This is an optimization exercise on Yosys and OpenROAD, whose aim is small area, not a production implementation. The RTL was checked by simulation tests, not by an equivalence proof against the original design. No activity file was given, so power comes from the tool's default toggle rates.

==> design/flow/flow/area.script <==
strash
&get -n
&st
&deepsyn -T 30
&dch -f
&nf -R 1000 -p -F 8 -A 4 -a
&put
==> design/flow/config.mk <==
export PLATFORM = sky130hd
export DESIGN_NAME = sync_arith_unit_12
export DESIGN_NICKNAME = sync_arith_unit_12
export VERILOG_FILES = /design/flow/design.v
export SDC_FILE = /design/flow/constraint.sdc
export NUM_CORES = 4
export LEC_CHECK = 0
export CAP_MARGIN = 20
export CORE_MARGIN = 2
export CORE_UTILIZATION = 40
export SLEW_MARGIN = 20
==> design/flow/constraint.sdc <==
create_clock -name core_clock -period 15.0 [get_ports {i_clk}]
set_input_delay 3.0000 -clock core_clock [delete_from_list [all_inputs] [get_ports {i_clk}]]
set_output_delay 3.0000 -clock core_clock [all_outputs]
set_load 0.01 [all_outputs]
==> design/flow/flow/run.sh <==
#!/bin/bash
# Layout flow: the standard ORFS flow, except that synthesis maps the
# combinational logic with an area-oriented ABC script (flow/area.script).
# Registers, their names and cell types are as in the standard synthesis.
set -euo pipefail
work=$(pwd)
export MY_ABC_SCRIPT=$work/flow/area.script
sed "s#$work/synth_recipe.tcl#$work/flow/my_synth.tcl#" standard.sh > own_standard.sh
grep -q "flow/my_synth.tcl" own_standard.sh
bash own_standard.sh finish > orfs_make.log 2>&1
test -f out/final.def
==> design/flow/standard.sh <==
#!/bin/bash
# synth_recipe.tcl (not shown) runs the flow's synth.tcl, then flattens the netlist and writes it again
# the make line also repeats each setting of config.mk as NAME=value (left out here)
make -C /OpenROAD-flow-scripts/flow DESIGN_CONFIG=/design/flow/config.mk WORK_HOME=/design/flow/orfs CLKGATE_MAP_FILE= SYNTH_SCRIPT=/design/flow/synth_recipe.tcl "${@:-finish}"
==> design/flow/flow/my_synth.tcl <==
proc synth {args} { yosys synth -nofsm -noshare {*}$args }
# map the combinational logic with our own ABC script
proc abc {args} {
  set i [lsearch -exact $args -script]
  if { $i >= 0 } { lset args [expr { $i + 1 }] $::env(MY_ABC_SCRIPT) }
  yosys abc {*}$args
}
source $::env(SCRIPTS_DIR)/synth.tcl
# left out here: clear keep_hierarchy, flatten, clean up, hide names made inside functions, write 1_2_yosys.v
==> design/flow/design.v <==
module sync_arith_unit_12 (
    input  logic [31:0] i_arg_A,
    input  logic [31:0] i_arg_B,
    input  logic [1:0]  i_op,
    input  logic        i_clk,
    input  logic        i_reset,
    output logic [31:0] o_result,
    output logic [3:0]  o_status,
    output logic        o_error_konw,
    output logic        o_error_przes,
    output logic        o_error_ust
);
    wire [31:0] A = i_arg_A;
    wire [31:0] B = i_arg_B;
    logic [31:0] a_pre;    
    always_comb begin
        a_pre[0] = 1'b0;
        for (int i = 1; i < 32; i++) a_pre[i] = a_pre[i-1] | A[i-1];
    end
    wire        a_lo_nz = a_pre[31];
    wire [31:0] konw    = {A[31] & a_lo_nz, A[30:0] ^ ({31{A[31]}} & a_pre[30:0])};
    assign o_error_konw = A[31] & ~a_lo_nz;
    logic [31:0] c;        
    always_comb begin
        c[0] = 1'b0;
        for (int i = 1; i < 32; i++)
            c[i] = (A[i-1] & B[i-1]) | (c[i-1] & (A[i-1] | B[i-1]));
    end
    wire poro = (A[31] == B[31]) ? ~A[31] : c[31];
    assign o_error_ust = (|B[30:5]) | (B[31] & (|B[4:0]));
    wire [31:0] onehot = (32'd1 << B[4:0]) & ~32'd1;
    wire [31:0] ustaw  = o_error_ust ? 32'd0 : (~A | onehot);
    wire        a_7f   = ~A[31] & (&A[30:0]);
    wire        sel_sh = (&B[30:5]) & (B[31] | (&B[4:0]));
    wire [31:0] shv    = A >> (~B[4:0]);
    wire        fill   = (B[31] & A[31]) | a_7f;
    wire [31:0] przes  = sel_sh ? shv : {1'b0, {31{fill}}};
    assign o_error_przes = ~B[31] & ~(&B[30:0]) & (|A) & ~a_7f;
    logic [31:0] w;
    always_comb begin
        case (i_op)
            2'b00: w = konw;
            2'b01: w = {31'd0, poro};
            2'b10: w = ustaw;
            default: w = przes;
        endcase
    end
    wire err = o_error_konw | o_error_przes | o_error_ust;
    always_ff @(posedge i_clk, posedge i_reset) begin
        if (i_reset) begin
            o_result <= '0;
            o_status <= '0;
        end else begin
            o_result <= w;
            o_status <= {err, ^w, ~|w, 1'b0};
        end
    end
endmodule
==> reports/results.ini, run 1 <==
[clocking]
cts_sinks=35
cts_max_path_buffers=2
post_cts_buffers=0
cts_tree=yes
numCtsBuffers=5
cts.clk_slew.worst_paths_ns=0.05
root_buffer=clkbuf_16
htreeDepth=2
cts_hold_buf=0
cts_resized=0

[detailed_routing]
vias=5889
drt-total-wl_um=19830
antenna_left=0
post_drt_via_cell_ratio=6.443
post_drt_wl_per_cell_um=21.70
dr.pass1.iters=6
drt_iter0_markers=749
drc=0

[layout]
fillers=1047
drive_gt1_share_pct=3.101
syn_to_final_growth_pct=33.19
nNetsFinal=857
utilization_pct=55.00
antennaDiodeCount=0

[floorplan]
initial_core_util_pct=41.29
dieArea_um2=12160
fp.dieW_um=110.3
core_area_um2=10940
die_height_um=110.3
io_pins=107
rows=38

[grt]
overflow=0
grt_pass1_wl_um=29950
grt_pass1_vias=5344
antenna_found_initial=0
track_usage_pct=32.91
grt_max_degree=65

[synth]
synthArstFlopShare_pct=100.0
synth_area_per_cell_um2=6.958
synth_ff_type=dfrtp_1
synth_edf_count=0
ys_top_cells_by_count=nand2_1, o21ai_0, a21oi_1
yosysWarnings=1
ys_seq_area_share_pct=19.40
ys_ff_latch=35
syn_area_um2=4516
synth.most_common_cell=nand2_1
synth_top_area_share_pct=19.40
synth_cell_type_count=53
syn_nets=733
syn-instance-count=649
yosysTopAreaCell=dfrtp_1
synth_area_leaders=dfrtp_1, o21ai_0, a21oi_1

[setup_path]
worstSetupEndpointType=output pin
worstSetupPathType=input pin to output pin
arrival_ns=9.93
critPathMaxFanout=7
critPathRequiredTime_ns=12.00
cp-start-kind=input pin

[hold_path]
hold_path.class=input pin to async pin

[sta]
drv_slew=0
setup_viol=0
worstMarginPinSlew_ns=1.168
finalSetupTns_ns=0
fmax_mhz=77.36
maxSlewHeadroom_pct=20.13
period_minus_slack_ns=12.93
rsz0062_at_grt=no
min_period_over_period_pct=86.17
finalHoldViolCount=0

[placement]
portBuffers=105
dp_hpwl_um=15230
place_congestion=1.038

[power_and_ir_drop]
p_total_uw=413.6
p_per_area_nw_per_um2=68.77
peakVddDrop_mv=0.1087
p_leak_uw=0.002212

[run_status]
status=finished clean

[flow_run]
max_cap_viol_count=0

## layout by cell type, fill, tap and decap left out, types with 14 or more instances in the layout
| cell | Yosys | routed |
|---|---|---|
| mux2_1 | 14 | 14 |
| clkinv_1 | 44 | 43 |
| nor2_1 | 57 | 57 |
| o22ai_1 | 22 | 22 |
| ha_1 | 16 | 16 |
| nor3_1 | 19 | 19 |
| nand4_1 | 19 | 19 |
| nand2_1 | 74 | 74 |
| mux2i_1 | 22 | 22 |
| clkdlybuf4s50_1 | 0 | 103 |
| dfrtp_1 | 35 | 35 |
| a21oi_1 | 65 | 65 |
| nand3_1 | 27 | 27 |
| o21ai_0 | 67 | 67 |
## per-stage QoR
stage | cell area (um2) | worst slack [ns] | hold WS, ns | cells
6_report | 6015 | 2.074 | 3.143 | 914
5_1_grt | 6015 | 1.864 | 3.238 | 914
4_1_cts | 6015 | 2.158 | 3.217 | 914
3_5_place_dp | 5822 | 2.193 | 3.511 | 906
3_3_place_gp | 5822 | 2.279 | 3.485 | 906
2_1_floorplan | 4516 | 3.611 | 3.004 | 649
## report_power, final
part / total, uW / leakage, uW / internal, uW / switching (uW)
combinational: 178 / 0.00167 / 78.5 / 99.2
sequential: 105 / 0.000449 / 103 / 1.79
clock: 131 / 0.0000900 / 95.0 / 36.2
## flip-flops by register name (all words and copies together) (netlist names)
register	count
o_status	3
o_result	32
## layer usage
| metal | GRT usage, % | vias up | part of all wire (%) |
|---|---|---|---|
| met5 | 0 | - | 0 |
| met4 | 13.93 | 0 | 4.0 |
| met3 | 4.938 | 63 | 12 |
| met2 | 53.11 | 432 | 45 |
| met1 | 43.68 | 2666 | 39 |
| li1 | - | 2728 | - |
## cell type report
cell class	instances	area, um2	share of cell area (%)
clock buffer	5	125.1	2.080
clock inverter	3	67.56	1.123
inverter	44	165.2	2.746
multi-input combinational	569	3467	57.65
sequential	35	875.8	14.56
tap	140	175.2	2.912
timing repair buffer	118	1139	18.93
## cells by family after synthesis
kind of cell | share of synthesized area [%]
AO/OA/AOI/OAI | 31.98
flip-flops | 19.40
buffers and inverters | 3.824
adder cells (fa/ha/maj) | 4.433
other | 0.08305
XOR/XNOR | 3.685
multiplexers | 8.368
AND/OR/NAND/NOR | 28.23
## final timing paths
path                                          end        from  slack, ns  cells after the start
min in group core_clock     o_result[8]$_DFF_PP0_  i_arg_A[8]       3.62                      4
worst max-delay path                 o_error_konw  i_arg_A[1]       2.07                     18
max in group asynchronous  o_result[14]$_DFF_PP0_     i_reset      11.42                      2
worst min-delay path       o_result[28]$_DFF_PP0_     i_reset       3.14                      2
## critical path: stages
cell and delay, ns:
clkdlybuf4s50_1 0.55, or4_1 0.60, or2_0 0.27, or3_1 0.36
or3_1 0.41, or4_1 0.52, or4_1 0.49, or3_1 0.41
or4_1 0.48, or2_0 0.27, or3_1 0.37, or4_1 0.44
or2_0 0.25, or3_1 0.36, or2_0 0.28, nor2_1 0.14
and2_0 0.16, clkdlybuf4s50_1 0.54
==> inputs of run 2 (changes only) <==
==> design/flow/design.v (replaced) <==
module sync_arith_unit_12 (
    input  logic [31:0] i_arg_A,
    input  logic [31:0] i_arg_B,
    input  logic [1:0]  i_op,
    input  logic        i_clk,
    input  logic        i_reset,
    output logic [31:0] o_result,
    output logic [3:0]  o_status,
    output logic        o_error_konw,
    output logic        o_error_przes,
    output logic        o_error_ust
);
    wire [31:0] A = i_arg_A;
    wire [31:0] B = i_arg_B;
    wire sel_konw = (i_op == 2'b00);
    wire sel_poro = (i_op == 2'b01);
    wire sel_ust  = (i_op == 2'b10);
    wire sel_prz  = (i_op == 2'b11);
    logic [31:0] c;        
    always_comb begin
        c[0] = 1'b0;
        for (int i = 1; i < 32; i++)
            c[i] = (A[i-1] & B[i-1]) | (c[i-1] & (A[i-1] | B[i-1]));
    end
    wire poro = (A[31] == B[31]) ? ~A[31] : c[31];
    assign o_error_ust = (|B[30:5]) | (B[31] & (|B[4:0]));
    wire        u_ok   = sel_ust & ~o_error_ust;
    wire        u_bit  = u_ok & (|B[4:0]);
    logic [31:0] a_pre;    
    always_comb begin
        a_pre[0] = 1'b0;
        for (int i = 1; i < 32; i++) a_pre[i] = a_pre[i-1] | A[i-1];
    end
    wire        a_lo_nz = a_pre[31];
    assign o_error_konw = A[31] & ~a_lo_nz;
    wire        k_neg   = sel_konw & A[31];
    wire        en_a    = sel_konw | u_ok;
    wire [30:0] x       = ({31{k_neg}} & a_pre[30:0]) | {31{u_ok}};
    wire [31:0] w_ku    = {(k_neg & a_lo_nz) | (u_ok & ~A[31]), ({31{en_a}} & A[30:0]) ^ x};
    wire        a_7f   = ~A[31] & (&A[30:0]);
    wire        sel_sh = (&B[30:5]) & (B[31] | (&B[4:0]));
    wire        fill   = (B[31] & A[31]) | a_7f;
    assign o_error_przes = ~B[31] & ~(&B[30:0]) & (|A) & ~a_7f;
    wire [4:0]  s      = ~B[4:0];
    wire        g_sh   = sel_prz & sel_sh;
    wire        g1     = g_sh & s[0];        
    wire        g0     = g_sh & ~s[0];       
    wire        g_fill = sel_prz & ~sel_sh & fill;
    wire [31:0] t0     = ({32{g1}} & {1'b0, A[31:1]}) | ({32{g0}} & A) | {1'b0, {31{g_fill}}}
                       | {u_bit & ~s[0], u_bit & s[0], 30'd0};
    wire [31:0] w_sh   = t0 >> {s[4:1] & {4{sel_sh | sel_ust}}, 1'b0};
    wire [31:0] w = w_ku | w_sh | {31'd0, sel_poro & poro};
    wire err = o_error_konw | o_error_przes | o_error_ust;
    always_ff @(posedge i_clk, posedge i_reset) begin
        if (i_reset) begin
            o_result <= '0;
            o_status <= '0;
        end else begin
            o_result <= w;
            o_status <= {err, ^w, ~|w, 1'b0};
        end
    end
endmodule
==> design/flow/flow/run.sh (replaced) <==
#!/bin/bash
# Layout flow: the standard ORFS flow, except that synthesis maps the
# combinational logic with an area-oriented ABC script (flow/area.script),
# and the ports get the smallest buffer.
# Registers, their names and cell types are as in the standard synthesis.
set -euo pipefail
work=$(pwd)
export MY_ABC_SCRIPT=$work/flow/area.script
# the smallest buffer on each port
export BUFFER_PORTS_ARGS="-buffer_cell sky130_fd_sc_hd__buf_1"
sed "s#$work/synth_recipe.tcl#$work/flow/my_synth.tcl#" standard.sh > own_standard.sh
grep -q "flow/my_synth.tcl" own_standard.sh
# no half/full adder extraction before ABC: it maps the whole logic itself
sed -i "s#CLKGATE_MAP_FILE= #CLKGATE_MAP_FILE= ADDER_MAP_FILE= #" own_standard.sh
grep -q "ADDER_MAP_FILE= " own_standard.sh
bash own_standard.sh finish > orfs_make.log 2>&1
test -f out/final.def
==> design/flow/flow/area.script (replaced) <==
strash
&get -n
&st
&dch -f
&nf -R 1000 -p -F 8 -A 4 -a
&put
==> design/flow/config.mk (replaced) <==
export PLATFORM = sky130hd
export DESIGN_NAME = sync_arith_unit_12
export DESIGN_NICKNAME = sync_arith_unit_12
export VERILOG_FILES = /design/flow/design.v
export SDC_FILE = /design/flow/constraint.sdc
export NUM_CORES = 4
export LEC_CHECK = 0
export CAP_MARGIN = 10
export CORE_MARGIN = 2
export CORE_UTILIZATION = 45
export CTS_BUF_LIST = sky130_fd_sc_hd__clkbuf_4
export GPL_TIMING_DRIVEN = 0
export SLEW_MARGIN = 10
==> reports/results.ini, run 2 <==
[detailed_routing]
drt-total-wl_um=14040
post_drt_via_cell_ratio=6.275
vias=4926
drc=0
post_drt_wl_per_cell_um=17.88
drt_iter0_markers=340
dr.pass1.iters=5
antenna_left=0

[synth]
syn-instance-count=556
synth_area_leaders=dfrtp_1, o21ai_0, nand2_1
synth_ff_type=dfrtp_1
syn_area_um2=3975
synth_cell_type_count=41
yosysWarnings=1
ys_top_cells_by_count=nand2_1, o21ai_0, a21oi_1
synth_edf_count=0
synthArstFlopShare_pct=100.0
synth_area_per_cell_um2=7.149
yosysTopAreaCell=dfrtp_1
syn_nets=624
ys_seq_area_share_pct=22.03
synth_top_area_share_pct=22.03
synth.most_common_cell=nand2_1
ys_ff_latch=35

[run_status]
status=finished clean

[grt]
antenna_found_initial=0
grt_pass1_vias=4481
grt_pass1_wl_um=22220
grt_max_degree=36
track_usage_pct=28.53
overflow=0

[sta]
rsz0062_at_grt=no
setup_viol=0
min_period_over_period_pct=56.07
finalSetupTns_ns=0
maxSlewHeadroom_pct=15.09
drv_slew=0
finalHoldViolCount=0
whs_ns=2.736
worstMarginPinSlew_ns=1.274
period_minus_slack_ns=8.411
fmax_mhz=118.9

[clocking]
htreeDepth=2
root_buffer=clkbuf_4
cts_hold_buf=0
cts_sinks=35
cts_tree=yes
numCtsBuffers=5
cts.clk_slew.worst_paths_ns=0.10
cts_resized=0
post_cts_buffers=0
cts_max_path_buffers=2

[placement]
place_congestion=0.9446
place_inst=778
dp_hpwl_um=11360
portBuffers=105

[layout]
nNetsFinal=745
instances_no_fill=785
seqCellArea_um2=875.8
utilization_pct=54.82
drive_gt1_share_pct=3.693
layout_common_cells=buf_1, nand2_1, o21ai_0
largest_registers=o_result x32, o_status x3
fillers=864
multiInputGateArea_um2=3075
layout_commonest_cell=buf_1
antennaDiodeCount=0
top_register=o_result
syn_to_final_growth_pct=19.11
largest_register_ffs=32

[floorplan]
dieArea_um2=9601
die_height_um=97.99
io_pins=107
rows=34
fp.dieW_um=97.99
core_area_um2=8636
initial_core_util_pct=46.03

[power_and_ir_drop]
p_per_area_nw_per_um2=70.74
peakVddDrop_mv=0.02948
p_leak_uw=0.001678
p_total_uw=334.9

[setup_path]
worst_path_most_repeated_cell=nor3_1
arrival_ns=5.41
worstSetupEndpointType=output pin
crit_chain=buf_1 -> nor3_1 -> nand2b_1 -> nor4_1 -> nand2b_1 -> nor3_1 -> and2_0 -> and3_1 -> nand2_1 -> nor3_1 -> and2_0 -> buf_1
worstSetupPathType=input pin to output pin
critPathRequiredTime_ns=12.00
cp-start-kind=input pin
critPathMaxFanout=8
critPathMaxStageDelay_ns=0.30
crit_path_top_delay_cell=nor4_1

[flow_run]
max_cap_viol_count=0

[hold_path]
hold_path.class=input pin to async pin

[run 2: kinds of logic after synthesis]
| kind of cell | share of synthesized area [%] |
|---|---|
| and+or+nand+nor | 24.65 |
| buffers and inverters | 1.511 |
| xor gates and xnor gates | 13.44 |
| DFF | 22.03 |
| muxes | 4.438 |
| AOI/OAI and AO/OA | 33.84 |
| other | 0.09434 |
[run 2: final cells by class]
cell class	count	share of cell area (%)
Clock buffer	5	0.7928
Multi-Input combinational cell	506	64.96
Timing Repair Buffer	114	11.44
Tap cell	108	2.854
Buffer	1	0.1586
Inverter	14	1.110
Sequential cell	35	18.50
Clock inverter	2	0.1850
[run 2: path summary, 6_finish.rpt]
kind,start,endpoint,slack (ns),cells after the start
max,i_arg_A[0],o_error_konw,6.59,12
min,i_reset,o_result[24]$_DFF_PP0_,2.74,2
max in group asynchronous,i_reset,o_result[0]$_DFF_PP0_,11.82,2
min in group core_clock,i_arg_A[29],o_result[29]$_DFF_PP0_,3.17,4
[run 2: per-stage QoR]
stage	cell area, um2	worst slack [ns]
3_3_place_gp	4504	5.740
3_5_place_dp	4688	6.598
4_1_cts	4735	6.580
5_1_grt	4735	6.312
6_report	4735	6.589
2_1_floorplan	3975	7.392
[run 2: critical path, delay by kind of cell]
kind,cells,cell delay [ns]
AND/OR/NAND/NOR,10,2.03
buffers and inverters,2,0.37
[run 2: power by group]
part           switching [uW]  internal (uW)  leakage (uW)
sequential               2.69            108      0.000429
clock                    28.3           16.6     0.0000285
combinational             106           73.9       0.00122
total                     137            198       0.00168
[run 2: metal layers]
layer	part of all wire (%)	up-vias	global-route usage (%)	wire length, um
met3	8.3	31	4.796	1171
met2	45	259	45.42	6343
met1	43	2262	38.03	5997
met5	0	-	0	0
li1	-	2374	-	-
met4	3.7	0	12.71	523
==> inputs of run 3 (changes only) <==
==> design/flow/flow/area.script (replaced) <==
strash
&get -n
&st
&deepsyn -T 120
&dch -f
&nf -R 1000 -p -F 8 -A 4 -a
&put
==> design/flow/config.mk (replaced) <==
export PLATFORM = sky130hd
export DESIGN_NAME = sync_arith_unit_12
export DESIGN_NICKNAME = sync_arith_unit_12
export VERILOG_FILES = /design/flow/design.v
export SDC_FILE = /design/flow/constraint.sdc
export NUM_CORES = 4
export LEC_CHECK = 0
export CAP_MARGIN = 20
export CORE_MARGIN = 2
export CORE_UTILIZATION = 50
export CTS_BUF_LIST = sky130_fd_sc_hd__clkbuf_4 sky130_fd_sc_hd__clkbuf_8
export CTS_CLUSTER_DIAMETER = 200
export CTS_CLUSTER_SIZE = 40
export GPL_TIMING_DRIVEN = 0
export SLEW_MARGIN = 20
==> reports/results.ini, run 3 <==
[clocking]
cts_sinks=35
numCtsBuffers=5
post_cts_buffers=0
htreeDepth=2
cts_resized=0
cts_tree=yes
root_buffer=clkbuf_8
cts_max_path_buffers=2
cts_hold_buf=0
cts.clk_slew.worst_paths_ns=0.07

[layout]
design_area_um2=4850
largest_registers=o_result x32, o_status x3
layout_common_cells=nand2_1, buf_1, a21oi_1
layout_commonest_cell=nand2_1
antennaDiodeCount=0
syn_to_final_growth_pct=19.11
nNetsFinal=781
drive_gt1_share_pct=3.221
top_register=o_result
largest_register_ffs=32
fillers=756

[setup_path]
critPathMaxFanout=10
arrival_ns=6.27
worstSetupEndpointType=output pin
cp-start-kind=input pin
worstSetupPathType=input pin to output pin
critPathRequiredTime_ns=12.00

[detailed_routing]
dr.pass1.iters=6
drc=0
drt_iter0_markers=679
drt-total-wl_um=16000
antenna_left=0
post_drt_via_cell_ratio=6.531
post_drt_wl_per_cell_um=19.60
vias=5329

[grt]
overflow=0
grt_pass1_vias=4668
grt_max_degree=37
track_usage_pct=36.00
antenna_found_initial=0
grt_pass1_wl_um=24770

[floorplan]
dieArea_um2=8880
rows=32
die_height_um=94.24
initial_core_util_pct=52.15
fp.dieW_um=94.24
core_area_um2=7807
io_pins=107

[synth]
synth_area_per_cell_um2=6.866
yosysTopAreaCell=dfrtp_1
synthArstFlopShare_pct=100.0
synth_edf_count=0
syn_nets=661
synth_top_area_share_pct=21.51
ys_ff_latch=35
syn-instance-count=593
ys_top_cells_by_count=nand2_1, a21oi_1, nor2_1
syn_area_um2=4071
synth_cell_type_count=49
synth.most_common_cell=nand2_1
synth_area_leaders=dfrtp_1, nand2_1, a21oi_1
synth_ff_type=dfrtp_1
yosysWarnings=1
ys_seq_area_share_pct=21.51

[sta]
whs_ns=2.651
setup_viol=0
setup_slack_ns=5.727
period_minus_slack_ns=9.273
finalSetupTns_ns=0
min_period_over_period_pct=61.82
worstMarginPinSlew_ns=0.9061
maxSlewHeadroom_pct=39.37
rsz0062_at_grt=no
fmax_mhz=107.8
drv_slew=0
finalHoldViolCount=0

[placement]
portBuffers=105
place_congestion=0.9902
placed_area_um2=4761
pre_cts_ws_ns=5.856
dp_hpwl_um=12690

[flow_run]
max_cap_viol_count=0

[power_and_ir_drop]
p_per_area_nw_per_um2=72.55
peakVddDrop_mv=0.04024
p_leak_uw=0.001729

[hold_path]
hold_path.class=input pin to async pin

[run_status]
status=finished clean

==> run 3: final cells by class <==
| class | instances | area, um2 | share of cell area [%] |
|---|---|---|---|
| flip-flops and latches | 35 | 875.8 | 18.06 |
| well taps | 102 | 127.6 | 2.632 |
| multi-input cells | 540 | 3153 | 65.02 |
| repair buffers | 113 | 533.0 | 10.99 |
| clock inverters | 1 | 5.005 | 0.1032 |
| plain buffers | 1 | 7.507 | 0.1548 |
| clock buffers | 7 | 83.83 | 1.729 |
| inverters | 17 | 63.81 | 1.316 |
==> run 3: critical path: stages <==
cell and delay [ns]:
buf_1 0.23, or4_1 0.56, or2_0 0.29, or4_1 0.45, nor2_1 0.21, nor4b_1 0.45, nand2b_1 0.22, nor3_1 0.24
nand2_1 0.16, nor2_1 0.14, and2_0 0.16, buf_1 0.15
==> run 3: cells by family after synthesis <==
kind of cell | share of synthesized area (%)
AND/OR/NAND/NOR | 30.79
AO/OA/AOI/OAI | 28.40
XOR/XNOR | 10.97
flip-flops | 21.51
multiplexers | 6.484
buffers and inverters | 1.752
other | 0.09211
==> run 3: where the power goes <==
group / switching [uW] / leakage, uW / internal (uW)
Combinational: 105 / 0.00124 / 69.7
Clock: 31.2 / 0.0000491 / 36.1
Sequential: 2.76 / 0.000435 / 107
==> run 3: path summary, 6_finish.rpt <==
check | start | endpoint | slack [ns] | depth (start not counted)
min in group core_clock | i_arg_A[25] | o_result[25]$_DFF_PP0_ | 3.24 | 4
min | i_reset | o_result[26]$_DFF_PP0_ | 2.65 | 2
max in group asynchronous | i_reset | o_result[4]$_DFF_PP0_ | 11.92 | 3
max | i_arg_A[1] | o_error_konw | 5.73 | 12
==> run 3: layer usage <==
layer,routed length [um],vias up,track usage [%]
li1,-,2458,-
met3,1495,50,4.173
met4,544,0,13.41
met1,6479,2494,47.69
met5,0,-,0
met2,7476,327,59.88
==> run 3: metrics by stage <==
step                instances  util (%)  power (uW)
floorplan                 593         -       225.6
global placement          800     58.83       275.3
detailed placement        808     60.98       282.8
CTS                       816     62.12       351.9
global route              816     62.12       373.9
finish                    816     62.12       351.8
==> inputs of run 4 (changes only) <==
--- a/design/flow/flow/run.sh
+++ b/design/flow/flow/run.sh
@@ -8,6 +8,12 @@
 export MY_ABC_SCRIPT=$work/flow/area.script
 # the smallest buffer on each port
 export BUFFER_PORTS_ARGS="-buffer_cell sky130_fd_sc_hd__buf_1"
+# repair_design buffers high-fanout nets: keep it to the smaller buffers
+export DONT_USE_CELLS="sky130_fd_sc_hd__buf_6 sky130_fd_sc_hd__buf_8 sky130_fd_sc_hd__buf_12 sky130_fd_sc_hd__buf_16"
+# clock tree of small buffers, without dummy loads
+export CTS_ARGS="-sink_clustering_enable -repair_clock_nets -dont_use_dummy_load -buf_list sky130_fd_sc_hd__clkbuf_4"
+# downsize gates off the critical paths after global routing
+export RECOVER_POWER=100
 sed "s#$work/synth_recipe.tcl#$work/flow/my_synth.tcl#" standard.sh > own_standard.sh
 grep -q "flow/my_synth.tcl" own_standard.sh
 # no half/full adder extraction before ABC: it maps the whole logic itself
==> design/flow/flow/area.script (replaced) <==
strash
&get -n
&st
&dch -f
&nf -R 1000 -p -F 8 -A 4 -a
&put
==> design/flow/config.mk (replaced) <==
export PLATFORM = sky130hd
export DESIGN_NAME = sync_arith_unit_12
export DESIGN_NICKNAME = sync_arith_unit_12
export VERILOG_FILES = /design/flow/design.v
export SDC_FILE = /design/flow/constraint.sdc
export NUM_CORES = 4
export LEC_CHECK = 0
export CAP_MARGIN = 10
export CORE_MARGIN = 2
export CORE_UTILIZATION = 45
export CTS_BUF_LIST = sky130_fd_sc_hd__clkbuf_4
export GPL_TIMING_DRIVEN = 0
export SLEW_MARGIN = 10
==> reports/results.ini, run 4 <==
[detailed_routing]
drt-total-wl_um=14000
antenna_left=0
wirelength_met1_um=5946
drc=0
post_drt_via_cell_ratio=6.257
dr_wl_met2_um=6267
wl_met3_um=1209
vias=4899
post_drt_wl_per_cell_um=17.88
dr.pass1.iters=6
routed.top_layer=met4
drt_iter0_markers=330

[layout]
layout_commonest_cell=buf_1
syn_to_final_growth_pct=18.10
nNetsFinal=745
drive_gt1_share_pct=3.111
fillers=870
multiInputGateArea_um2=3068
seqCellArea_um2=875.8
largest_registers=o_result x32, o_status x3
antennaDiodeCount=0
layout_common_cells=buf_1, nand2_1, o21ai_0
top_register=o_result
largest_register_ffs=32

[clocking]
post_cts_buffers=0
root_buffer=clkbuf_4
cts.clk_slew.worst_paths_ns=0.10
cts_hold_buf=0
numCtsBuffers=5
cts_max_path_buffers=2
cts_tree=yes
cts_resized=0
htreeDepth=2
cts_sinks=35

[grt]
overflow=0
antenna_found_initial=0
grt_pass1_vias=4478
grt_pass1_wl_um=22220
track_usage_pct=28.54
grt_max_degree=36

[synth]
syn_nets=624
synth_top_family_by_area=compound AO/OA/AOI/OAI gates
syn_area_um2=3975
synthMuxAreaShare_pct=4.438
ys_top_cells_by_count=nand2_1, o21ai_0, a21oi_1
synth_area_leaders=dfrtp_1, o21ai_0, nand2_1
synth_compound_area_share_pct=33.84
yosysTopAreaCell=dfrtp_1
synth_edf_count=0
yosysWarnings=1
synth_ff_type=dfrtp_1
syn-instance-count=556
synthArstFlopShare_pct=100.0
synth.most_common_cell=nand2_1
synth_top_area_share_pct=22.03
ys_ff_latch=35
synthXorXnorAreaFrac_pct=13.44
synth_area_per_cell_um2=7.149
yosys.area_share.adder_pct=0
ys_seq_area_share_pct=22.03
synthSimpleGateAreaFrac_pct=24.65
synth_cell_type_count=41

[setup_path]
cp_num_buf_inv=2
crit_chain=buf_1 -> nand4_1 -> nor3_1 -> nand2_1 -> a21oi_1 -> a21oi_1 -> nor2_1 -> clkbuf_1 -> o21ai_0 -> nand2_1 -> o21ai_0 -> o311ai_0 -> xor2_1 -> xnor2_1 -> xnor2_1 -> xnor2_1 -> xnor2_1 -> xnor2_1
worst_path_most_repeated_cell=xnor2_1
worstSetupPathType=input pin to flip-flop
crit_path_top_delay_cell=nor2_1
critPathMaxStageDelay_ns=1.04
critPathRequiredTime_ns=15.26
worstSetupEndpointType=flip-flop
cp_top_family=compound AO/OA/AOI/OAI gates
critPathMaxFanout=29
arrival_ns=8.73
cp-start-kind=input pin

[sta]
maxSlewHeadroom_pct=13.78
min_period_over_period_pct=56.50
finalSetupTns_ns=0
worstMarginPinSlew_ns=1.289
period_minus_slack_ns=8.474
drv_slew=0
rsz0062_at_grt=no
finalHoldViolCount=0
setup_viol=0
fmax_mhz=118.0

[run_status]
status=finished clean

[floorplan]
die_height_um=97.99
fp.dieW_um=97.99
rows=34
dieArea_um2=9601
core_area_um2=8636
initial_core_util_pct=46.03
io_pins=107

[placement]
place_congestion=0.9446
portBuffers=105
dp_hpwl_um=11360

[power_and_ir_drop]
p_per_area_nw_per_um2=70.58
peakVddDrop_mv=0.02810
p_total_uw=331.3
p_leak_uw=0.001663

[hold_path]
hold_path.class=input pin to async pin

[flow_run]
max_cap_viol_count=0

## run 4: cell count changes after synthesis, sizes merged, moves of 5 or more
cell / previous run / this run
xor2: 15 / 24
nor2: 48 / 43
nor4: 10 / 23
nand3: 25 / 7
a21oi: 65 / 57
a221oi: 7 / 25
a221o: 4 / 11
o21ai: 38 / 72
nand2: 133 / 94
or4: 6 / 1
mux2i: 23 / 12
a31oi: 7 / 0
## run 4: area by class of cell
| cell class | instances | area share [%] |
|---|---|---|
| Multi-Input combinational cell | 506 | 65.35 |
| Sequential cell | 35 | 18.66 |
| Timing Repair Buffer | 114 | 11.03 |
| Tap cell | 108 | 2.878 |
| Inverter | 14 | 1.119 |
| Clock buffer | 5 | 0.7996 |
| Buffer | 1 | 0.1599 |
## run 4: worst paths after layout
path,startpoint,to,cells after the start
max,i_arg_B[29],o_status[2]$_DFF_PP0_,18
min,i_reset,o_result[13]$_DFF_PP0_,2
max in group asynchronous,i_reset,o_result[3]$_DFF_PP0_,2
min in group core_clock,i_arg_A[29],o_result[29]$_DFF_PP0_,4
## run 4: power breakdown
group / internal [uW] / switching (uW)
registers: 108 / 2.69
logic: 73.4 / 106
clock network: 15.7 / 26.2
## run 4: routing by layer
layer / global-route usage (%) / vias up
li1: - / 2368
met1: 38.07 / 2246
met2: 45.31 / 250
met3: 4.796 / 35
met4: 12.93 / 0
met5: 0 / -
## run 4: kinds of logic (layout without fill, tap and decap cells)
group	after synthesis	count (layout)
AO/OA/AOI/OAI	214	214
XOR/XNOR	61	61
buffers and inverters	15	134
flip-flops	35	35
multiplexers	17	17
other	1	1
AND/OR/NAND/NOR	213	213
## run 4: through the flow
stage / setup WS (ns) / utilization [%] / instance area [um2] / hold WS (ns) / std cells
floorplan: 7.392 / - / 3975 / 3.004 / 556
global placement: 5.740 / 52.16 / 4504 / 3.159 / 769
detailed placement: 6.598 / 54.29 / 4688 / 3.177 / 778
CTS: 6.580 / 54.72 / 4726 / 2.822 / 783
global route: 5.957 / 54.36 / 4695 / 3.078 / 783
finish: 6.526 / 54.36 / 4695 / 2.964 / 783
==> inputs of run 5 (changes only) <==
--- a/design/flow/flow/run.sh
+++ b/design/flow/flow/run.sh
@@ -8,8 +8,6 @@
 export MY_ABC_SCRIPT=$work/flow/area.script
 # the smallest buffer on each port
 export BUFFER_PORTS_ARGS="-buffer_cell sky130_fd_sc_hd__buf_1"
-# repair_design buffers high-fanout nets: keep it to the smaller buffers
-export DONT_USE_CELLS="sky130_fd_sc_hd__buf_6 sky130_fd_sc_hd__buf_8 sky130_fd_sc_hd__buf_12 sky130_fd_sc_hd__buf_16"
 # clock tree of small buffers, without dummy loads
 export CTS_ARGS="-sink_clustering_enable -repair_clock_nets -dont_use_dummy_load -buf_list sky130_fd_sc_hd__clkbuf_4"
 # downsize gates off the critical paths after global routing
@@ -19,5 +17,11 @@
 # no half/full adder extraction before ABC: it maps the whole logic itself
 sed -i "s#CLKGATE_MAP_FILE= #CLKGATE_MAP_FILE= ADDER_MAP_FILE= #" own_standard.sh
 grep -q "ADDER_MAP_FILE= " own_standard.sh
+# repair_design buffers high-fanout nets: keep it to the smaller buffers,
+# on top of the platform's own don't-use list
+platform_dont_use=$(make -s -C "$FLOW_HOME" DESIGN_CONFIG="$work/config.mk" WORK_HOME="$work/orfs" print-DONT_USE_CELLS | sed -n 's/^DONT_USE_CELLS: *//p')
+test -n "$platform_dont_use"
+dont_use="$platform_dont_use sky130_fd_sc_hd__buf_6 sky130_fd_sc_hd__buf_8 sky130_fd_sc_hd__buf_12 sky130_fd_sc_hd__buf_16"
+sed -i "s#CLKGATE_MAP_FILE= #CLKGATE_MAP_FILE= 'DONT_USE_CELLS=$dont_use' #" own_standard.sh
 bash own_standard.sh finish > orfs_make.log 2>&1
 test -f out/final.def
--- a/design/flow/config.mk
+++ b/design/flow/config.mk
@@ -5,9 +5,9 @@
 export SDC_FILE = /design/flow/constraint.sdc
 export NUM_CORES = 4
 export LEC_CHECK = 0
-export CAP_MARGIN = 10
+export CAP_MARGIN = 0
 export CORE_MARGIN = 2
 export CORE_UTILIZATION = 45
 export CTS_BUF_LIST = sky130_fd_sc_hd__clkbuf_4
 export GPL_TIMING_DRIVEN = 0
-export SLEW_MARGIN = 10
+export SLEW_MARGIN = 0
==> reports/results.ini, run 5 <==
[floorplan]
core_area_um2=8636
io_pins=107
dieArea_um2=9601
initial_core_util_pct=46.03
die_height_um=97.99
fp.dieW_um=97.99
rows=34

[grt]
grt_pass1_wl_um=22580
overflow=0
grt_max_degree=49
grt_pass1_vias=4428
antenna_found_initial=0
track_usage_pct=28.90

[power_and_ir_drop]
p_leak_uw=0.001633
p_per_area_nw_per_um2=71.72
p_total_uw=331.3
peakVddDrop_mv=0.02919

[layout]
drive_gt1_share_pct=2.823
layout_common_cells=buf_1, nand2_1, o21ai_0
layout_commonest_cell=buf_1
antennaDiodeCount=0
top_register=o_result
largest_register_ffs=32
syn_to_final_growth_pct=16.21
largest_registers=o_result x32, o_status x3
nNetsFinal=743
fillers=896

[placement]
place_congestion=0.9446
portBuffers=105
dp_hpwl_um=11190

[clocking]
root_buffer=clkbuf_4
cts_resized=0
cts_max_path_buffers=2
post_cts_buffers=0
cts_tree=yes
htreeDepth=2
cts.clk_slew.worst_paths_ns=0.10
numCtsBuffers=5
cts_sinks=35
cts_hold_buf=0

[synth]
yosysWarnings=1
synth_edf_count=0
synthArstFlopShare_pct=100.0
syn-instance-count=556
syn_area_um2=3975
synth_cell_type_count=41
yosysTopAreaCell=dfrtp_1
synth_area_per_cell_um2=7.149
synth_area_leaders=dfrtp_1, o21ai_0, nand2_1
ys_seq_area_share_pct=22.03
synth_ff_type=dfrtp_1
synth_top_area_share_pct=22.03
synth.most_common_cell=nand2_1
ys_top_cells_by_count=nand2_1, o21ai_0, a21oi_1
ys_ff_latch=35
syn_nets=624

[sta]
finalHoldViolCount=0
worstMarginPinSlew_ns=2.937
rsz0062_at_grt=no
setup_viol=0
period_minus_slack_ns=9.263
fmax_mhz=108.0
whs_ns=2.535
min_period_over_period_pct=61.75
finalSetupTns_ns=0
drv_slew=49
maxSlewHeadroom_pct=-96.53

[setup_path]
critPathMaxFanout=48
worstSetupPathType=input pin to flip-flop
critPathRequiredTime_ns=15.21
worstSetupEndpointType=flip-flop
cp-start-kind=input pin
arrival_ns=9.47

[run_status]
violations=capacitance limit, slew limit
status=failed layout checks

[detailed_routing]
dr.pass1.iters=5
drt-total-wl_um=14230
drt_iter0_markers=447
post_drt_via_cell_ratio=6.359
post_drt_wl_per_cell_um=18.22
antenna_left=0
vias=4966
drc=0

[flow_run]
max_cap_viol_count=1

[hold_path]
hold_path.class=input pin to async pin

-- run 5: cell counts after synthesis --
Identical to the previous run, type by type.
-- run 5: report_power, final --
| group | switching [uW] | total (uW) | internal (uW) |
|---|---|---|---|
| registers | 2.67 | 110 | 108 |
| clock network | 26.3 | 42.0 | 15.7 |
| logic | 106 | 179 | 72.5 |
| total | 135 | 331 | 196 |
-- run 5: kinds of logic after synthesis --
kind of cell,after synthesis,synth area share [%]
compound gates,214,33.84
simple gates,213,24.65
xor+xnor,61,13.44
flops,35,22.03
mux,17,4.438
buf+inv,15,1.511
other cells,1,0.09434
-- run 5: path summary, 6_finish.rpt --
| kind | start | end | depth (start not counted) |
|---|---|---|---|
| worst max-delay path | i_arg_B[29] | o_status[2]$_DFF_PP0_ | 17 |
| min in group core_clock | i_arg_A[29] | o_result[29]$_DFF_PP0_ | 4 |
| max in group asynchronous | i_reset | o_result[1]$_DFF_PP0_ | 3 |
| worst min-delay path | i_reset | o_result[24]$_DFF_PP0_ | 2 |
-- run 5: through the flow --
step / setup slack (ns) / cell area (um2) / utilization, % / instances
after floorplan: 7.392 / 3975 / - / 556
after global placement: 5.740 / 4504 / 52.16 / 769
after detailed placement: 6.548 / 4586 / 53.10 / 775
after CTS: 6.536 / 4623 / 53.54 / 780
after global routing: 5.042 / 4619 / 53.49 / 781
final: 5.737 / 4619 / 53.49 / 781
-- run 5: final cells by class --
| type | instances | area (um2) | share of cell area (%) |
|---|---|---|---|
| multi-input cells | 506 | 3068 | 66.41 |
| flip-flops and latches | 35 | 875.8 | 18.96 |
| repair buffers | 112 | 442.9 | 9.588 |
| well taps | 108 | 135.1 | 2.925 |
| inverters | 14 | 52.55 | 1.138 |
| clock buffers | 5 | 37.54 | 0.8126 |
| plain buffers | 1 | 7.507 | 0.1625 |
-- run 5: routing by layer --
| metal | vias to the layer above | GRT usage [%] | routed length, um |
|---|---|---|---|
| li1 | 2365 | - | - |
| met1 | 2311 | 40.66 | 6199 |
| met2 | 265 | 47.15 | 6490 |
| met3 | 25 | 2.291 | 1129 |
| met4 | 0 | 9.295 | 408 |
| met5 | - | 0 | 0 |
-- run 5: worst max-delay path, cell delays in order --
cell and delay, ns:
buf_1 0.17, nand4_1 0.11, nor3_1 0.36, nand2_1 0.13, a21oi_1 0.34, a21oi_1 0.26, nor2_1 2.22, o21ai_0 0.63
o21ai_0 0.48, o21ai_0 0.26, o21ai_0 0.44, xnor2_1 0.14, xnor2_1 0.20, xnor2_1 0.11, xnor2_1 0.30, xnor2_1 0.15
xnor2_1 0.14
==> inputs of run 6 (changes only) <==
--- a/design/flow/config.mk
+++ b/design/flow/config.mk
@@ -5,9 +5,9 @@
 export SDC_FILE = /design/flow/constraint.sdc
 export NUM_CORES = 4
 export LEC_CHECK = 0
-export CAP_MARGIN = 0
+export CAP_MARGIN = 10
 export CORE_MARGIN = 2
 export CORE_UTILIZATION = 45
 export CTS_BUF_LIST = sky130_fd_sc_hd__clkbuf_4
 export GPL_TIMING_DRIVEN = 0
-export SLEW_MARGIN = 0
+export SLEW_MARGIN = 10
==> reports/results.ini, run 6 <==
[layout]
antennaDiodeCount=0
design_area_um2=4651
largest_registers=o_result x32, o_status x3
layout_common_cells=buf_1, nand2_1, o21ai_0
largest_register_ffs=32
syn_to_final_growth_pct=17.00
top_register=o_result
drive_gt1_share_pct=3.111
nNetsFinal=745
layout_commonest_cell=buf_1

[setup_path]
cp-start-kind=input pin
arrival_ns=5.47
critPathRequiredTime_ns=12.00
worstSetupPathType=input pin to output pin
worstSetupEndpointType=output pin
cp-startpoint=i_arg_A[0]
critPathMaxFanout=8

[floorplan]
die_height_um=97.99
dieArea_um2=9601
fp.dieW_um=97.99
rows=34
io_pins=107
core_area_um2=8636
initial_core_util_pct=46.03

[sta]
whs_ns=2.968
drv_slew=0
worstMarginPinSlew_ns=1.224
finalHoldViolCount=0
setup_viol=0
maxSlewHeadroom_pct=18.32
setup_slack_ns=6.527
min_period_over_period_pct=56.49
period_minus_slack_ns=8.473
rsz0062_at_grt=no
finalSetupTns_ns=0
fmax_mhz=118.0

[hold_path]
hold_path.class=input pin to async pin

[synth]
synth_edf_count=0
syn_nets=624
synth_cell_type_count=41
synth_area_per_cell_um2=7.149
synthArstFlopShare_pct=100.0
synth.most_common_cell=nand2_1
synth_area_leaders=dfrtp_1, o21ai_0, nand2_1
ys_seq_area_share_pct=22.03
yosysWarnings=1
syn_area_um2=3975
ys_ff_latch=35
yosysTopAreaCell=dfrtp_1
syn-instance-count=556
synth_ff_type=dfrtp_1
synth_top_area_share_pct=22.03
ys_top_cells_by_count=nand2_1, o21ai_0, a21oi_1

[placement]
pre_cts_ws_ns=6.568
place_congestion=0.9446
dp_hpwl_um=11300
portBuffers=105
placed_area_um2=4619

[flow_run]
max_cap_viol_count=0

[detailed_routing]
vias=4890
antenna_left=0
drt-total-wl_um=13960
post_drt_wl_per_cell_um=17.83
drc=0
dr.pass1.iters=5
post_drt_via_cell_ratio=6.245
drt_iter0_markers=431

[clocking]
post_cts_buffers=0
cts_max_path_buffers=2
cts_tree=yes
numCtsBuffers=5
root_buffer=clkbuf_4
cts_resized=0
htreeDepth=2
cts_sinks=35
cts_hold_buf=0
cts.clk_slew.worst_paths_ns=0.10

[power_and_ir_drop]
p_leak_uw=0.001653
peakVddDrop_mv=0.02579
p_per_area_nw_per_um2=71.10
p_total_uw=330.7

[grt]
grt_max_degree=36
grt_pass1_wl_um=22160
grt_pass1_vias=4403
antenna_found_initial=0
track_usage_pct=28.45
overflow=0

[run_status]
status=finished clean

[run 6: power by group]
group	switching [uW]	internal, uW
sequential	2.64	108
clock	26.6	15.7
combinational	105	72.8
total	134	196
[run 6: critical path: stages]
cell and delay [ns]:
buf_1 0.20, nor3_1 0.27, nand2b_1 0.15, nor4_1 0.30
nand2b_1 0.20, nor3_1 0.20, and2_0 0.22, and3_1 0.19
nand2_1 0.10, nor3_1 0.21, and2_0 0.26, buf_1 0.18
[run 6: per-stage QoR]
stage,std cells,utilization (%)
floorplan,556,-
global placement,769,52.16
detailed placement,778,53.49
CTS,783,53.93
global route,783,53.85
finish,783,53.85
[run 6: layer usage]
layer	GRT usage (%)	wire [um]	part of all wire, %
met5	0	0	0
met4	10.04	430	3.1
met3	1.718	1166	8.4
met2	46.31	6295	45
met1	40.05	6069	43
[run 6: kinds of logic after synthesis]
kind of cell           share of synthesized area [%]
AO/OA/AOI/OAI                                  33.84
AND/OR/NAND/NOR                                24.65
XOR/XNOR                                       13.44
flip-flops                                     22.03
multiplexers                                   4.438
buffers and inverters                          1.511
other                                        0.09434
[run 6: final cells by class]
cell class / count / area (um2)
Timing Repair Buffer: 114 / 469.2
Inverter: 14 / 52.55
Buffer: 1 / 7.507
Multi-Input combinational cell: 506 / 3073
Tap cell: 108 / 135.1
Sequential cell: 35 / 875.8
Clock buffer: 5 / 37.54
Fill cell: 907 / 3985
[run 6: path summary, 6_finish.rpt]
path | to | slack (ns) | cells after the start
max in group asynchronous | o_result[3]$_DFF_PP0_ | 11.28 | 2
max | o_error_konw | 6.53 | 12
min | o_result[13]$_DFF_PP0_ | 2.97 | 2
min in group core_clock | o_result[29]$_DFF_PP0_ | 3.20 | 4
==> inputs of run 7 (changes only) <==
--- a/design/flow/design.v
+++ b/design/flow/design.v
@@ -26,6 +26,11 @@
     assign o_error_ust = (|B[30:5]) | (B[31] & (|B[4:0]));
     wire        u_ok   = sel_ust & ~o_error_ust;
     wire        u_bit  = u_ok & (|B[4:0]);
+    wire        a_7f   = ~A[31] & (&A[30:0]);
+    wire        sel_sh = (&B[30:5]) & (B[31] | (&B[4:0]));
+    wire        fill   = (B[31] & A[31]) | a_7f;
+    assign o_error_przes = ~B[31] & ~(&B[30:0]) & (|A) & ~a_7f;
+    wire        g_fill = sel_prz & ~sel_sh & fill;
     logic [31:0] a_pre;    
     always_comb begin
         a_pre[0] = 1'b0;
@@ -35,20 +40,31 @@
     assign o_error_konw = A[31] & ~a_lo_nz;
     wire        k_neg   = sel_konw & A[31];
     wire        en_a    = sel_konw | u_ok;
-    wire [30:0] x       = ({31{k_neg}} & a_pre[30:0]) | {31{u_ok}};
+    wire [30:0] x       = ({31{k_neg}} & a_pre[30:0]) | {31{u_ok | g_fill}};
     wire [31:0] w_ku    = {(k_neg & a_lo_nz) | (u_ok & ~A[31]), ({31{en_a}} & A[30:0]) ^ x};
-    wire        a_7f   = ~A[31] & (&A[30:0]);
-    wire        sel_sh = (&B[30:5]) & (B[31] | (&B[4:0]));
-    wire        fill   = (B[31] & A[31]) | a_7f;
-    assign o_error_przes = ~B[31] & ~(&B[30:0]) & (|A) & ~a_7f;
     wire [4:0]  s      = ~B[4:0];
     wire        g_sh   = sel_prz & sel_sh;
+    wire        en_sh  = g_sh | u_bit;
     wire        g1     = g_sh & s[0];        
     wire        g0     = g_sh & ~s[0];       
-    wire        g_fill = sel_prz & ~sel_sh & fill;
-    wire [31:0] t0     = ({32{g1}} & {1'b0, A[31:1]}) | ({32{g0}} & A) | {1'b0, {31{g_fill}}}
+    wire [31:0] t1     = ({32{g1}} & {1'b0, A[31:1]}) | ({32{g0}} & A)
                        | {u_bit & ~s[0], u_bit & s[0], 30'd0};
-    wire [31:0] w_sh   = t0 >> {s[4:1] & {4{sel_sh | sel_ust}}, 1'b0};
+    logic [31:0] t2, t3, t4, t5;
+    always_comb begin
+        for (int i = 0; i < 32; i++) begin
+            t2[i] = (en_sh & s[1] & (i + 2  < 32 ? t1[(i + 2) % 32]  : 1'b0)) | (en_sh & ~s[1] & t1[i]);
+        end
+        for (int i = 0; i < 32; i++) begin
+            t3[i] = (en_sh & s[2] & (i + 4  < 32 ? t2[(i + 4) % 32]  : 1'b0)) | (en_sh & ~s[2] & t2[i]);
+        end
+        for (int i = 0; i < 32; i++) begin
+            t4[i] = (en_sh & s[3] & (i + 8  < 32 ? t3[(i + 8) % 32]  : 1'b0)) | (en_sh & ~s[3] & t3[i]);
+        end
+        for (int i = 0; i < 32; i++) begin
+            t5[i] = (en_sh & s[4] & (i + 16 < 32 ? t4[(i + 16) % 32] : 1'b0)) | (en_sh & ~s[4] & t4[i]);
+        end
+    end
+    wire [31:0] w_sh = t5;
     wire [31:0] w = w_ku | w_sh | {31'd0, sel_poro & poro};
     wire err = o_error_konw | o_error_przes | o_error_ust;
     always_ff @(posedge i_clk, posedge i_reset) begin
--- a/design/flow/flow/run.sh
+++ b/design/flow/flow/run.sh
@@ -21,7 +21,7 @@
 # on top of the platform's own don't-use list
 platform_dont_use=$(make -s -C "$FLOW_HOME" DESIGN_CONFIG="$work/config.mk" WORK_HOME="$work/orfs" print-DONT_USE_CELLS | sed -n 's/^DONT_USE_CELLS: *//p')
 test -n "$platform_dont_use"
-dont_use="$platform_dont_use sky130_fd_sc_hd__buf_6 sky130_fd_sc_hd__buf_8 sky130_fd_sc_hd__buf_12 sky130_fd_sc_hd__buf_16"
+dont_use="$platform_dont_use sky130_fd_sc_hd__buf_6 sky130_fd_sc_hd__buf_8 sky130_fd_sc_hd__buf_12 sky130_fd_sc_hd__buf_16 sky130_fd_sc_hd__bufbuf_8 sky130_fd_sc_hd__bufbuf_16 sky130_fd_sc_hd__clkbuf_8 sky130_fd_sc_hd__clkbuf_16"
 sed -i "s#CLKGATE_MAP_FILE= #CLKGATE_MAP_FILE= 'DONT_USE_CELLS=$dont_use' #" own_standard.sh
 bash own_standard.sh finish > orfs_make.log 2>&1
 test -f out/final.def
--- a/design/flow/config.mk
+++ b/design/flow/config.mk
@@ -7,7 +7,7 @@
 export LEC_CHECK = 0
 export CAP_MARGIN = 10
 export CORE_MARGIN = 2
-export CORE_UTILIZATION = 45
+export CORE_UTILIZATION = 50
 export CTS_BUF_LIST = sky130_fd_sc_hd__clkbuf_4
 export GPL_TIMING_DRIVEN = 0
 export SLEW_MARGIN = 10
==> reports/results.ini, run 7 <==
[run_status]
status=finished clean

[setup_path]
cp_top_family=simple AND/OR/NAND/NOR gates
crit_chain=clkbuf_1 -> nor3_1 -> nand2b_1 -> nor4_1 -> nor2b_1 -> nor3b_1 -> and2_0 -> and3_1 -> nand2_1 -> nor3_1 -> and2_0 -> buf_1
worstSetupEndpointType=output pin
critPathMaxFanout=7
cp-start-kind=input pin
crit_path_top_delay_cell=nor3_1
cp_num_cells=12
worstSetupPathType=input pin to output pin
arrival_ns=5.42
cp-startpoint=i_arg_A[2]
critPathMaxStageDelay_ns=0.27
critPathRequiredTime_ns=12.00
cp_num_buf_inv=2
worstSetupEndpoint=o_error_konw

[synth]
yosysWarnings=1
synth_area_leaders=dfrtp_1, a22oi_1, xnor2_1
synth_area_per_cell_um2=7.397
synth.most_common_cell=nand2_1
synth_edf_count=0
yosysTopAreaCell=dfrtp_1
synthArstFlopShare_pct=100.0
ys_top_cells_by_count=nand2_1, a22oi_1, o21ai_0
syn-instance-count=521
ys_ff_latch=35
synth_top_area_share_pct=22.73
ys_seq_area_share_pct=22.73
syn_area_um2=3854
syn_nets=589
synth_cell_type_count=37
synth_ff_type=dfrtp_1

[clocking]
cts_hold_buf=0
cts.clk_slew.worst_paths_ns=0.10
numCtsBuffers=5
post_cts_buffers=0
root_buffer=clkbuf_4
htreeDepth=2
cts_tree=yes
cts_sinks=35
cts_resized=0
cts_max_path_buffers=2

[sta]
maxSlewHeadroom_pct=18.88
finalSetupTns_ns=0
drv_slew=0
fmax_mhz=118.7
worstMarginPinSlew_ns=1.216
period_minus_slack_ns=8.422
min_period_over_period_pct=56.15
rsz0062_at_grt=no
setup_viol=0
finalHoldViolCount=0

[grt]
track_usage_pct=31.59
grt_max_degree=36
grt_pass1_vias=4247
grt_pass1_wl_um=21420
antenna_found_initial=0
overflow=0

[floorplan]
rows=32
io_pins=107
dieArea_um2=8425
fp.dieW_um=91.79
core_area_um2=7607
initial_core_util_pct=50.66
die_height_um=91.79

[layout]
utilization_pct=58.45
syn_to_final_growth_pct=15.39
nNetsFinal=705
top_register=o_result
fillers=802
drive_gt1_share_pct=1.890
layout_common_cells=buf_1, nand2_1, a22oi_1
antennaDiodeCount=0
largest_register_ffs=32
layout_commonest_cell=buf_1
largest_registers=o_result x32, o_status x3

[detailed_routing]
vias=4869
dr.pass1.iters=6
drc=0
antenna_left=0
post_drt_via_cell_ratio=6.607
drt_iter0_markers=522
drt-total-wl_um=13640
post_drt_wl_per_cell_um=18.51

[placement]
place_congestion=0.9414
portBuffers=105
dp_hpwl_um=10760

[hold_path]
hold_path.class=input pin to async pin

[power_and_ir_drop]
p_leak_uw=0.001339
peakVddDrop_mv=0.04011
p_per_area_nw_per_um2=65.82

[flow_run]
max_cap_viol_count=0

## run 7: power breakdown
group	internal, uW	switching, uW
combinational	58.4	83.3
clock	15.6	26.8
sequential	106	2.34
total	180	112
## run 7: final cells by class
class                   count  area (um2)  share of cell area, %
multi-input cells         478        2954                  66.43
well taps                 102       127.6                  2.870
inverters                   7       26.28                 0.5909
clock buffers               5       37.54                 0.8441
flip-flops and latches     35       875.8                  19.70
plain buffers               1       7.507                 0.1688
repair buffers            109       417.9                  9.398
## run 7: worst min path at each step
stage	slack [ns]	depth (start not counted)	endpoint
after CTS	2.82	2	o_result[13]$_DFF_PP0_
after detailed placement	3.18	2	o_result[0]$_DFF_PP0_
after floorplan	3.00	1	o_result[0]$_DFF_PP0_
after global placement	3.15	2	o_result[2]$_DFF_PP0_
final	2.97	2	o_result[13]$_DFF_PP0_
after global routing	3.09	2	o_result[13]$_DFF_PP0_
## run 7: cells by family (layout without fill, tap and decap cells)
group / after synthesis / in the layout / share of synthesized area [%]
compound gates: 215 / 215 / 37.69
simple gates: 200 / 200 / 24.51
xor+xnor: 62 / 62 / 14.09
flops: 35 / 35 / 22.73
buf+inv: 8 / 122 / 0.8768
other cells: 1 / 1 / 0.09731
## run 7: metal layers
metal  share of wire, %  global-route usage (%)  vias up
li1                   -                       -     2283
met1                 42                   43.05     2250
met2                 46                   52.88      299
met3                8.8                   1.808       37
met4                3.3                   11.69        0
met5                  0                       0        -
## run 7: stage by stage
| stage | instance area, um2 | hold slack (ns) | instances | total power (uW) | setup WS (ns) |
|---|---|---|---|---|---|
| 2_1_floorplan | 3854 | 3.004 | 521 | 205.9 | 7.326 |
| 3_3_place_gp | 4375 | 3.149 | 728 | 247.8 | 6.604 |
| 3_5_place_dp | 4415 | 3.178 | 732 | 251.8 | 6.607 |
| 4_1_cts | 4453 | 2.822 | 737 | 293.8 | 6.597 |
| 5_1_grt | 4447 | 3.091 | 737 | 312.2 | 6.409 |
| 6_report | 4447 | 2.966 | 737 | 292.7 | 6.578 |
==> inputs of run 8 (changes only) <==
--- a/design/flow/config.mk
+++ b/design/flow/config.mk
@@ -7,7 +7,7 @@
 export LEC_CHECK = 0
 export CAP_MARGIN = 10
 export CORE_MARGIN = 2
-export CORE_UTILIZATION = 50
+export CORE_UTILIZATION = 60
 export CTS_BUF_LIST = sky130_fd_sc_hd__clkbuf_4
 export GPL_TIMING_DRIVEN = 0
 export SLEW_MARGIN = 10
==> reports/results.ini, run 8 <==
[synth]
yosysTopAreaCell=dfrtp_1
syn_nets=589
synth_cell_type_count=37
synth_area_per_cell_um2=7.397
syn-instance-count=521
synthArstFlopShare_pct=100.0
ys_top_cells_by_count=nand2_1, a22oi_1, o21ai_0
synth_area_leaders=dfrtp_1, a22oi_1, xnor2_1
synth.most_common_cell=nand2_1
syn_area_um2=3854
ys_seq_area_share_pct=22.73
ys_ff_latch=35
yosysWarnings=1
synth_ff_type=dfrtp_1
synth_edf_count=0
synth_top_area_share_pct=22.73

[power_and_ir_drop]
p_total_uw=298.9
switching_share_pct=39.71
p_leak_uw=0.001339
comb_power_share_pct=48.6
p_per_area_nw_per_um2=67.69
power.net_switching_uw=118.7
intPower_uw=180.2
peakVddDrop_mv=0.09680
clkPwrFrac_pct=14.9
power_frac_seq_pct=36.5

[layout]
layout_common_cells=buf_1, nand2_1, a22oi_1
nNetsFinal=705
utilization_pct=70.34
largest_register_ffs=32
fillers=534
design_area_um2=4415
top_register=o_result
syn_to_final_growth_pct=14.58
multiInputGateArea_um2=2952
seqCellArea_um2=875.8
layout_commonest_cell=buf_1
largest_registers=o_result x32, o_status x3
drive_gt1_share_pct=1.732
antennaDiodeCount=0

[clocking]
post_cts_buffers=0
cts.clk_slew.worst_paths_ns=0.09
cts_sinks=35
htreeDepth=2
numCtsBuffers=5
cts_tree=yes
cts_hold_buf=0
cts_max_path_buffers=2
cts_resized=0
root_buffer=clkbuf_4

[sta]
setup_slack_ns=6.461
rsz0062_at_grt=no
finalHoldViolCount=0
worstMarginPinSlew_ns=1.250
fmax_mhz=117.1
finalSetupTns_ns=0
min_period_over_period_pct=56.93
setup_viol=0
maxSlewHeadroom_pct=16.60
drv_slew=0
period_minus_slack_ns=8.539

[grt]
track_usage_pct=38.83
grt_pass1_vias=4519
antenna_found_initial=0
grt_pass1_wl_um=22360
grt_max_degree=36
overflow=0

[setup_path]
critPathMaxFanout=7
worstSetupEndpoint=o_error_konw
worstSetupPathType=input pin to output pin
arrival_ns=5.54
cp-startpoint=i_arg_A[2]
cp-start-kind=input pin
worstSetupEndpointType=output pin
critPathRequiredTime_ns=12.00

[floorplan]
rows=29
io_pins=107
initial_core_util_pct=61.39
dieArea_um2=7080
core_area_um2=6277
fp.dieW_um=84.14
die_height_um=84.14

[run_status]
status=finished clean

[placement]
pre_cts_ws_ns=6.567
place_congestion=1.017
placed_area_um2=4384
dp_hpwl_um=10900
portBuffers=105

[flow_run]
max_cap_viol_count=0

[detailed_routing]
drt_iter0_markers=768
drc=0
antenna_left=0
vias=5054
dr.pass1.iters=6
post_drt_via_cell_ratio=7.098
post_drt_wl_per_cell_um=19.66
drt-total-wl_um=14000

[hold_path]
hold_path.class=input pin to async pin

## run 8: cell counts after synthesis
Identical to the previous run, type by type.
## run 8: worst min path at each step
| stage | cells after the start | from | end | slack (ns) |
|---|---|---|---|---|
| 2_1_floorplan | 1 | i_reset | o_result[0]$_DFF_PP0_ | 3.00 |
| 5_1_grt | 2 | i_reset | o_result[0]$_DFF_PP0_ | 3.13 |
| 3_5_place_dp | 2 | i_reset | o_result[2]$_DFF_PP0_ | 3.19 |
| 4_1_cts | 2 | i_reset | o_result[18]$_DFF_PP0_ | 2.84 |
| 3_3_place_gp | 2 | i_reset | o_result[0]$_DFF_PP0_ | 3.14 |
| 6_report | 2 | i_reset | o_result[2]$_DFF_PP0_ | 2.98 |
## run 8: logic make-up (layout without fill, tap and decap cells)
group / count (synthesis) / in the layout / synth area share [%]
xor gates and xnor gates: 62 / 62 / 14.09
buffers and inverters: 8 / 122 / 0.8768
DFF: 35 / 35 / 22.73
other: 1 / 1 / 0.09731
AOI/OAI and AO/OA: 215 / 215 / 37.69
and+or+nand+nor: 200 / 200 / 24.51
## run 8: area by class of cell
type	instances	share of cell area (%)
Tap cell	77	2.182
Timing Repair Buffer	109	9.521
Clock buffer	5	0.8501
Multi-Input combinational cell	478	66.85
Inverter	7	0.5951
Buffer	1	0.1700
Sequential cell	35	19.84
## run 8: worst max-delay path: stages
cell and delay, ns:
clkbuf_1 0.17, nor3_1 0.26, nand2b_1 0.14, nor4_1 0.26, nor2b_1 0.28, nor3b_1 0.29, and2_0 0.27, and3_1 0.20
nand2_1 0.07, nor3_1 0.22, and2_0 0.20, buf_1 0.18
## run 8: per-layer routing
metal / track usage (%) / share of wire, % / up-vias
met2: 64.50 / 47 / 385
met5: 0 / 0 / -
met3: 3.540 / 11 / 56
met1: 51.96 / 39 / 2328
met4: 15.98 / 3.7 / 0
li1: - / - / 2285
## run 8: power by group through the flow
stage	combinational (uW)	sequential [uW]	clock, uW
finish	145	109	44.6
global route	157	110	47.6
CTS	144	109	43.4
detailed placement	143	111	0
global placement	136	110	0
floorplan	88.8	117	0
## run 8: stage by stage
step                hold slack [ns]  std cells
detailed placement            3.186        707
global route                  3.134        712
CTS                           2.836        712
floorplan                     3.004        521
finish                        2.976        712
global placement              3.140        703
==> inputs of run 9 (changes only) <==
==> design/flow/flow/area.script (replaced) <==
strash
&get -n
&st
&dch -f
&nf -R 1000 -F 16 -A 8 -a -C 32
&put
==> reports/results.ini, run 9 <==
[run_status]
status=finished clean

[synth]
syn_nets=577
yosysTopAreaCell=dfrtp_1
yosysWarnings=1
synth_compound_area_share_pct=38.85
ys_ff_latch=35
yosys.area_share.adder_pct=0
syn_area_um2=3800
synthSimpleGateAreaFrac_pct=22.72
synth_edf_count=0
ys_seq_area_share_pct=23.05
syn-instance-count=509
ys_top_cells_by_count=nand2_1, a22oi_1, o22ai_1
synth_area_leaders=dfrtp_1, a22oi_1, nand2_1
synthArstFlopShare_pct=100.0
synth_ff_type=dfrtp_1
synth_top_family_by_area=compound AO/OA/AOI/OAI gates
synthMuxAreaShare_pct=0
synthXorXnorAreaFrac_pct=14.29
synth_area_per_cell_um2=7.465
synth.most_common_cell=nand2_1
synth_cell_type_count=38
synth_top_area_share_pct=23.05

[clocking]
cts_resized=0
cts_max_path_buffers=2
cts_tree=yes
cts_hold_buf=0
htreeDepth=2
post_cts_buffers=0
cts_sinks=35
cts.clk_slew.worst_paths_ns=0.09
numCtsBuffers=5
root_buffer=clkbuf_4

[sta]
min_period_over_period_pct=53.87
worstMarginPinSlew_ns=1.232
maxSlewHeadroom_pct=17.81
finalSetupTns_ns=0
fmax_mhz=123.7
period_minus_slack_ns=8.081
finalHoldViolCount=0
rsz0062_at_grt=no
setup_viol=0
drv_slew=0

[setup_path]
worstSetupEndpointType=flip-flop
cp-start-kind=input pin
arrival_ns=8.34
critPathMaxFanout=17
worstSetupPathType=input pin to flip-flop
critPathRequiredTime_ns=15.26

[layout]
top_register=o_result
largest_registers=o_result x32, o_status x3
largest_register_ffs=32
nNetsFinal=693
design_area_um2=4359
drive_gt1_share_pct=1.926
layout_commonest_cell=buf_1
layout_common_cells=buf_1, nand2_1, a22oi_1
antennaDiodeCount=0
syn_to_final_growth_pct=14.72

[detailed_routing]
post_drt_wl_per_cell_um=19.06
vias=4920
drt_iter0_markers=686
drt-total-wl_um=13310
antenna_left=0
drc=0
dr.pass1.iters=6
post_drt_via_cell_ratio=7.049

[power_and_ir_drop]
p_per_area_nw_per_um2=68.18
p_leak_uw=0.001309
peakVddDrop_mv=0.1164

[hold_path]
hold_path.class=input pin to async pin

[placement]
place_congestion=1.009
portBuffers=105
placed_area_um2=4325
dp_hpwl_um=10210

[grt]
overflow=0
track_usage_pct=36.86
grt_pass1_wl_um=21230
antenna_found_initial=0
grt_max_degree=36
grt_pass1_vias=4355

[floorplan]
io_pins=107
fp.dieW_um=83.58
die_height_um=83.58
core_area_um2=6026
rows=28
dieArea_um2=6986
initial_core_util_pct=63.06

[flow_run]
max_cap_viol_count=0

-- run 9: logic make-up (layout without fill, tap and decap cells) --
group,count (synthesis),in the layout
DFF,35,35
and+or+nand+nor,186,186
xor gates and xnor gates,62,62
buffers and inverters,9,123
AOI/OAI and AO/OA,216,216
other,1,1
-- run 9: cell type report --
cell class	instances	area (um2)
multi-input cells	465	2897
inverters	8	30.03
plain buffers	1	7.507
fillers	535	1667
repair buffers	109	417.9
flip-flops and latches	35	875.8
well taps	75	93.84
clock buffers	5	37.54
-- run 9: report_power, final --
part	switching (uW)	leakage, uW	internal, uW
registers	2.69	0.000436	107
logic	85.3	0.000850	60.5
clock network	26.5	0.0000230	15.6
total	115	0.00131	183
-- run 9: stage by stage --
| stage | hold WS (ns) | total power, uW | setup WS, ns | utilization (%) | cells |
|---|---|---|---|---|---|
| final | 2.967 | 297.2 | 6.919 | 72.34 | 698 |
| after global routing | 3.096 | 315.3 | 6.581 | 72.34 | 698 |
| after CTS | 2.820 | 296.3 | 6.988 | 72.40 | 698 |
| after detailed placement | 3.171 | 255.3 | 7.014 | 71.78 | 693 |
| after global placement | 3.138 | 249.4 | 6.757 | 71.16 | 689 |
| after floorplan | 3.004 | 209.4 | 7.544 | - | 509 |
-- run 9: layer usage --
layer	global-route usage [%]	vias up	share of wire, %
met5	0	-	0
met3	7.319	57	11
met2	59.85	364	45
met4	15.25	0	4.3
met1	47.77	2245	39
li1	-	2254	-
-- run 9: worst paths after layout --
path / start / end / cells after the start
worst max-delay path: i_arg_B[13] / o_status[2]$_DFF_PP0_ / 19
worst min-delay path: i_reset / o_result[1]$_DFF_PP0_ / 2
max in group asynchronous: i_reset / o_result[27]$_DFF_PP0_ / 2
min in group core_clock: i_arg_A[15] / o_result[15]$_DFF_PP0_ / 4
-- run 9: critical path, cell delays in order --
cell and delay [ns]:
buf_1 0.14, and4_1 0.22, nand3_1 0.08, or4_1 0.51, nor2_1 0.18, nand3_1 0.22
nor2_1 0.82, clkbuf_1 0.56, a22oi_1 0.22, o22a_1 0.26, o22ai_1 0.27, a22oi_1 0.21
o21ai_0 0.52, xor2_1 0.22, xnor2_1 0.17, xnor2_1 0.11, xnor2_1 0.30, xnor2_1 0.18
xnor2_1 0.13

what the ideal ports hide:
In the flow no input, the clock included, has a driving cell. The finished layouts below were timed again as built, in two steps. Step 1, drivers: a clkbuf_16 drives i_clk and a buf_2 each remaining input, both assumed. Step 2 also shifts input and output timing later by t, the mid clock arrival at the registers, as if the neighbouring blocks saw the same clock. a / b / c = no drivers / after step 1 / after step 2; a / b = the first two.
| run | t (ns) | slack for setup (ns) | latest minus earliest clock arrival (ns) |
|---|---|---|---|
| run 1 | 0.310 | 2.074 / 2.043 / 2.043 | 0.004 / 0.004 |
| run 2 | 0.348 | 6.589 / 6.570 / 6.570 | 0.013 / 0.013 |
| run 3 | 0.307 | 5.727 / 5.706 / 5.706 | 0.003 / 0.003 |
| run 4 | 0.340 | 6.526 / 6.529 / 6.189 | 0.022 / 0.022 |
| run 5 | 0.334 | 5.737 / 5.740 / 5.406 | 0.015 / 0.015 |
| run 6 | 0.340 | 6.527 / 6.508 / 6.508 | 0.023 / 0.023 |
| run 7 | 0.347 | 6.578 / 6.557 / 6.557 | 0.012 / 0.012 |
| run 8 | 0.359 | 6.461 / 6.440 / 6.440 | 0.008 / 0.009 |
| run 9 | 0.344 | 6.919 / 6.920 / 6.576 | 0.006 / 0.006 |
For run 9, which loses most, drivers alone change the setup slack by +0.001 ns; drivers and shift together by -0.343 ns.
